What follows belongs to an exercise in optimizing a design on an open flow for small area and a short achievable clock period; a production flow would make more cautious choices.
RTL that was checked went through simulation tests only; none was proved equivalent to the original.
Power and IR drop assume default switching activity.

==> flow/design.v (excerpt) <==
module CPU (
    input wire clk,
    input wire rst_n,
    input wire [8-1:0] int_flag,
    output wire [16-1:0] inst_addr,
    input  wire [16-1:0] inst_data,
    output wire [16-1:0] mem_addr,
    output wire [16-1:0] mem_wd,
    input  wire [16-1:0] mem_rd,
    output wire            mem_ctrl
);
    reg [15:0] pc;
    reg [15:0] id_inst;
    reg        id_valid, id_inc;    
    reg [15:0] ex_a, ex_b;      
    reg [ 7:0] ex_imm;          
    reg [ 2:0] ex_rd;
    reg [ 2:0] ex_op;           
    reg [ 1:0] ex_rwsel;        
    reg        ex_we;           
    reg        ex_mem;          
    reg        ex_sub;          
    reg        ex_csrw;         
    reg        ex_jal, ex_jr;
    reg        ex_beq, ex_ble;
    reg [15:0] rf [1:7];
    reg [ 7:1] rf_v;
    reg [31:0] cycle;
    reg [15:0] mtvec, mcause, mepc, mie, mstatus, mscratch;
    reg        s_write, s_mret;    
    reg        i_entry, i_ret;     
    reg        int_en;
    reg        gie_q;
    wire        sub     = ex_sub;
    wire [15:0] bb      = ex_b ^ {16{sub}};    
    wire [15:0] sum     = ex_a + bb + {15'b0, sub};
    wire [15:0] addr    = ex_a + {11'b0, ex_imm[4:0]};
    wire [15:0] prod    = ex_a * ex_b;
    wire        shr     = ex_op[0];
    reg  [15:0] sh_in, srl_o;
    integer n;
    always @(*) for (n = 0; n < 16; n = n + 1) sh_in[n] = shr ? ex_a[15-n] : ex_a[n];
    wire [15:0] sh_o    = (|ex_b[15:4]) ? 16'b0 : (sh_in << ex_b[3:0]);
    always @(*) for (n = 0; n < 16; n = n + 1) srl_o[n] = sh_o[15-n];
    wire [15:0] sll_o   = sh_o;
    reg [15:0] alu;
    always @(*) begin
        case (ex_op)
            3'b000, 3'b001: alu = sum;
            3'b010: alu = prod;
  ...
Size in the first run: roughly 340 flip-flops, ~24,000 µm² of cells after synthesis.
clock: 10.5 ns
lec_check: 0
abc_area: 1
cap_margin: 20
core_margin: 2
core_utilization: 40
setup_slack_margin: 5
slew_margin: 20
standard.sh (not shown) runs the stock make flow with config.mk's settings and CLKGATE_MAP_FILE= SYNTH_SCRIPT=/design/flow/synth_recipe.tcl, a recipe that flattens the netlist after the stock synthesis.
==> flow/flow/run.sh <==
#!/bin/bash
# Standard ORFS layout, but synthesis leaves adders to ABC instead of mapping
# them onto the library's full/half-adder cells (which are slow in sky130hd).
set -euo pipefail
cd "$(dirname "$0")/.."
bash standard.sh ADDER_MAP_FILE= finish > flow_standard.log 2>&1
Edit:
--- a/flow/design.v
+++ b/flow/design.v
@@ -13,50 +13,49 @@
     reg [15:0] id_inst;
     reg        id_valid, id_inc;    
     reg [15:0] ex_a, ex_b;      
     reg [ 7:0] ex_imm;          
     reg [ 2:0] ex_rd;
     reg [ 2:0] ex_op;           
     reg [ 1:0] ex_rwsel;        
     reg        ex_we;           
     reg        ex_mem;          
-    reg        ex_sub;          
+    reg        ex_sw;           
     reg        ex_csrw;         
     reg        ex_jal, ex_jr;
     reg        ex_beq, ex_ble;
     reg [15:0] rf [1:7];
     reg [ 7:1] rf_v;
     reg [31:0] cycle;
     reg [15:0] mtvec, mcause, mepc, mie, mstatus, mscratch;
     reg        s_write, s_mret;    
     reg        i_entry, i_ret;     
     reg        int_en;
     reg        gie_q;
-    wire        sub     = ex_sub;
-    wire [15:0] bb      = ex_b ^ {16{sub}};    
-    wire [15:0] sum     = ex_a + bb + {15'b0, sub};
-    wire [15:0] addr    = ex_a + {11'b0, ex_imm[4:0]};
+    wire        sub     = (ex_op == 3'b001);
+    wire [15:0] add_b   = ex_sw ? {8'b0, ex_imm} : ex_b;
+    wire [15:0] sum     = ex_a + (add_b ^ {16{sub}}) + {15'b0, sub};
     wire [15:0] prod    = ex_a * ex_b;
     wire        shr     = ex_op[0];
     reg  [15:0] sh_in, srl_o;
     integer n;
     always @(*) for (n = 0; n < 16; n = n + 1) sh_in[n] = shr ? ex_a[15-n] : ex_a[n];
     wire [15:0] sh_o    = (|ex_b[15:4]) ? 16'b0 : (sh_in << ex_b[3:0]);
     always @(*) for (n = 0; n < 16; n = n + 1) srl_o[n] = sh_o[15-n];
     wire [15:0] sll_o   = sh_o;
     reg [15:0] alu;
     always @(*) begin
         case (ex_op)
             3'b000, 3'b001: alu = sum;
             3'b010: alu = prod;
-            3'b011: alu = ex_a & bb;
-            3'b100:  alu = ex_a | bb;
-            3'b101: alu = ex_a ^ bb;
+            3'b011: alu = ex_a & ex_b;
+            3'b100:  alu = ex_a | ex_b;
+            3'b101: alu = ex_a ^ ex_b;
             3'b110: alu = sll_o;
             default: alu = srl_o;
         endcase
     end
     wire eq = (ex_a == ex_b);
     wire lt = ($signed(ex_a) < $signed(ex_b));
     wire int_assert = i_entry | i_ret;
     wire jump_flag  = int_assert | ex_jal | ex_jr | (ex_beq & eq) | (ex_ble & lt);
     wire [15:0] jump_pc = int_assert ? (i_entry ? mtvec : mepc) :
@@ -71,19 +70,19 @@
             5'd4: csr_rdata = mepc;
             5'd5: csr_rdata = mie;
             5'd6: csr_rdata = mstatus;
             5'd7: csr_rdata = mscratch;
             default: csr_rdata = 16'b0;
         endcase
     end
     wire [15:0] wb = (ex_rwsel == 2'b01) ? mem_rd :
                      (ex_rwsel == 2'b10) ? csr_rdata : alu;
-    assign mem_addr = addr;
+    assign mem_addr = sum;
     assign mem_wd   = ex_b;
     assign mem_ctrl = ex_mem;
     wire int_any  = (int_flag != 8'h00) & mstatus[3];
     wire mret_en  = (id_inst == 16'h0000) & int_en & ~gie_q;
     wire idle     = ~s_write & ~s_mret;
     wire take     = idle & mstatus[3] & (int_flag == 8'b00000001);
     wire clear    = int_any | mret_en | ~idle | jump_flag;
     wire [15:0] id_addr = id_valid ? pc - {15'b0, id_inc} : 16'b0;
     wire [15:0] cap_addr = jump_flag ? {8'b0, ex_imm} : id_addr;
@@ -127,23 +126,23 @@
             if (csr_we && csr_wa == 5'd5) mie <= ex_a;
             if (csr_we && csr_wa == 5'd6) mstatus <= ex_a;
             else if (i_entry) mstatus[3] <= 1'b0;
             else if (i_ret) mstatus[3] <= mstatus[7];
             if (csr_we && csr_wa == 5'd7) mscratch <= ex_a;
         end
     end
     assign inst_addr = pc;
     wire pc_stall = (pc == 1024 - 1) || (inst_data == 16'b0);
-    wire [15:0] pc_inc = pc + 1'b1;
-    wire [15:0] pc_seq = (clear | pc_stall) ? pc : pc_inc;
     always @(posedge clk) begin
         if (~rst_n) pc <= 16'b0;
-        else pc <= jump_flag ? jump_pc : pc_seq;
+        else if (jump_flag) pc <= jump_pc;
+        else if (clear | pc_stall) pc <= pc;
+        else pc <= pc + 1'b1;
     end
     always @(posedge clk) begin
         if (~rst_n | clear) begin
             id_inst  <= 16'b0;
             id_valid <= 1'b0;
         end else begin
             id_inst  <= inst_data;
             id_valid <= 1'b1;
         end
@@ -188,19 +187,19 @@
     wire [15:0] a_next = fwd_a ? wb : rf_a;
     wire [15:0] b_next = (d_immop & ~d_sw) ? {8'b0, d_imm} : fwd_b ? wb : rf_b;
     always @(posedge clk) begin
         ex_a   <= a_next;
         ex_b   <= b_next;
         ex_imm <= d_imm;
         ex_rd  <= rd;
         ex_op  <= d_op;
         ex_rwsel <= d_rwsel;
-        ex_sub <= (d_alu | d_alui) & (op[2:0] == 3'b001);
+        ex_sw  <= d_sw;
         if (~rst_n | clear) begin
             ex_we   <= 1'b0;
             ex_mem  <= 1'b0;
             ex_csrw <= 1'b0;
             ex_jal  <= 1'b0;
             ex_jr   <= 1'b0;
             ex_beq  <= 1'b0;
             ex_ble  <= 1'b0;
         end else begin
After rerunning:
- The changed run ran to the end with no violations
- register-to-register slack degrades by 0.16 ns
- first-iteration DRC count came out higher by about a fifth
- synthesized cell count came out lower by a few percent
- worst setup slack degrades by 0.19 ns
- sequential cell count does not change
- via count came out lower slightly
- sequential power stays flat
- clock-buffer cell count came out lower by 1
- wire length came out higher by a few percent
- clock skew came out lower by 0.0065 ns
- core utilization came out higher by 1.3 points
- die area came out lower by a few percent
No functional check of the RTL was part of the first run of this note.

==> port drivers added, routing unchanged <==
The flow's constraints put no driver on any port. The routed layouts listed below were extracted and timed again, unchanged, in two steps. Step 1, drivers: a clkbuf_16 drives clk and a buf_2 each remaining input, both assumed. Step 2 adds t to the input delays and takes it off the output delays; t is the mean of the earliest and latest rising clock arrival at the registers after step 1. Input paths then give back, and output paths get back, about the clock's delay inside the block. Slacks: ideal / step 1 / step 2; pairs: ideal / step 1.
| run | shift t [ns] | setup WS [ns] | worst hold slack (ns) | worst setup path at the end | clock arrival spread, ns |
|---|---|---|---|---|---|
| the first run | 0.605 | 5.156 / 5.097 / 5.507 | 0.386 / 0.386 / 0.386 | register to register | 0.036 / 0.036 |
| the second run | 0.620 | 4.969 / 4.906 / 5.345 | 0.382 / 0.382 / 0.382 | input to register | 0.029 / 0.028 |
After both steps every run listed still meets setup and hold.
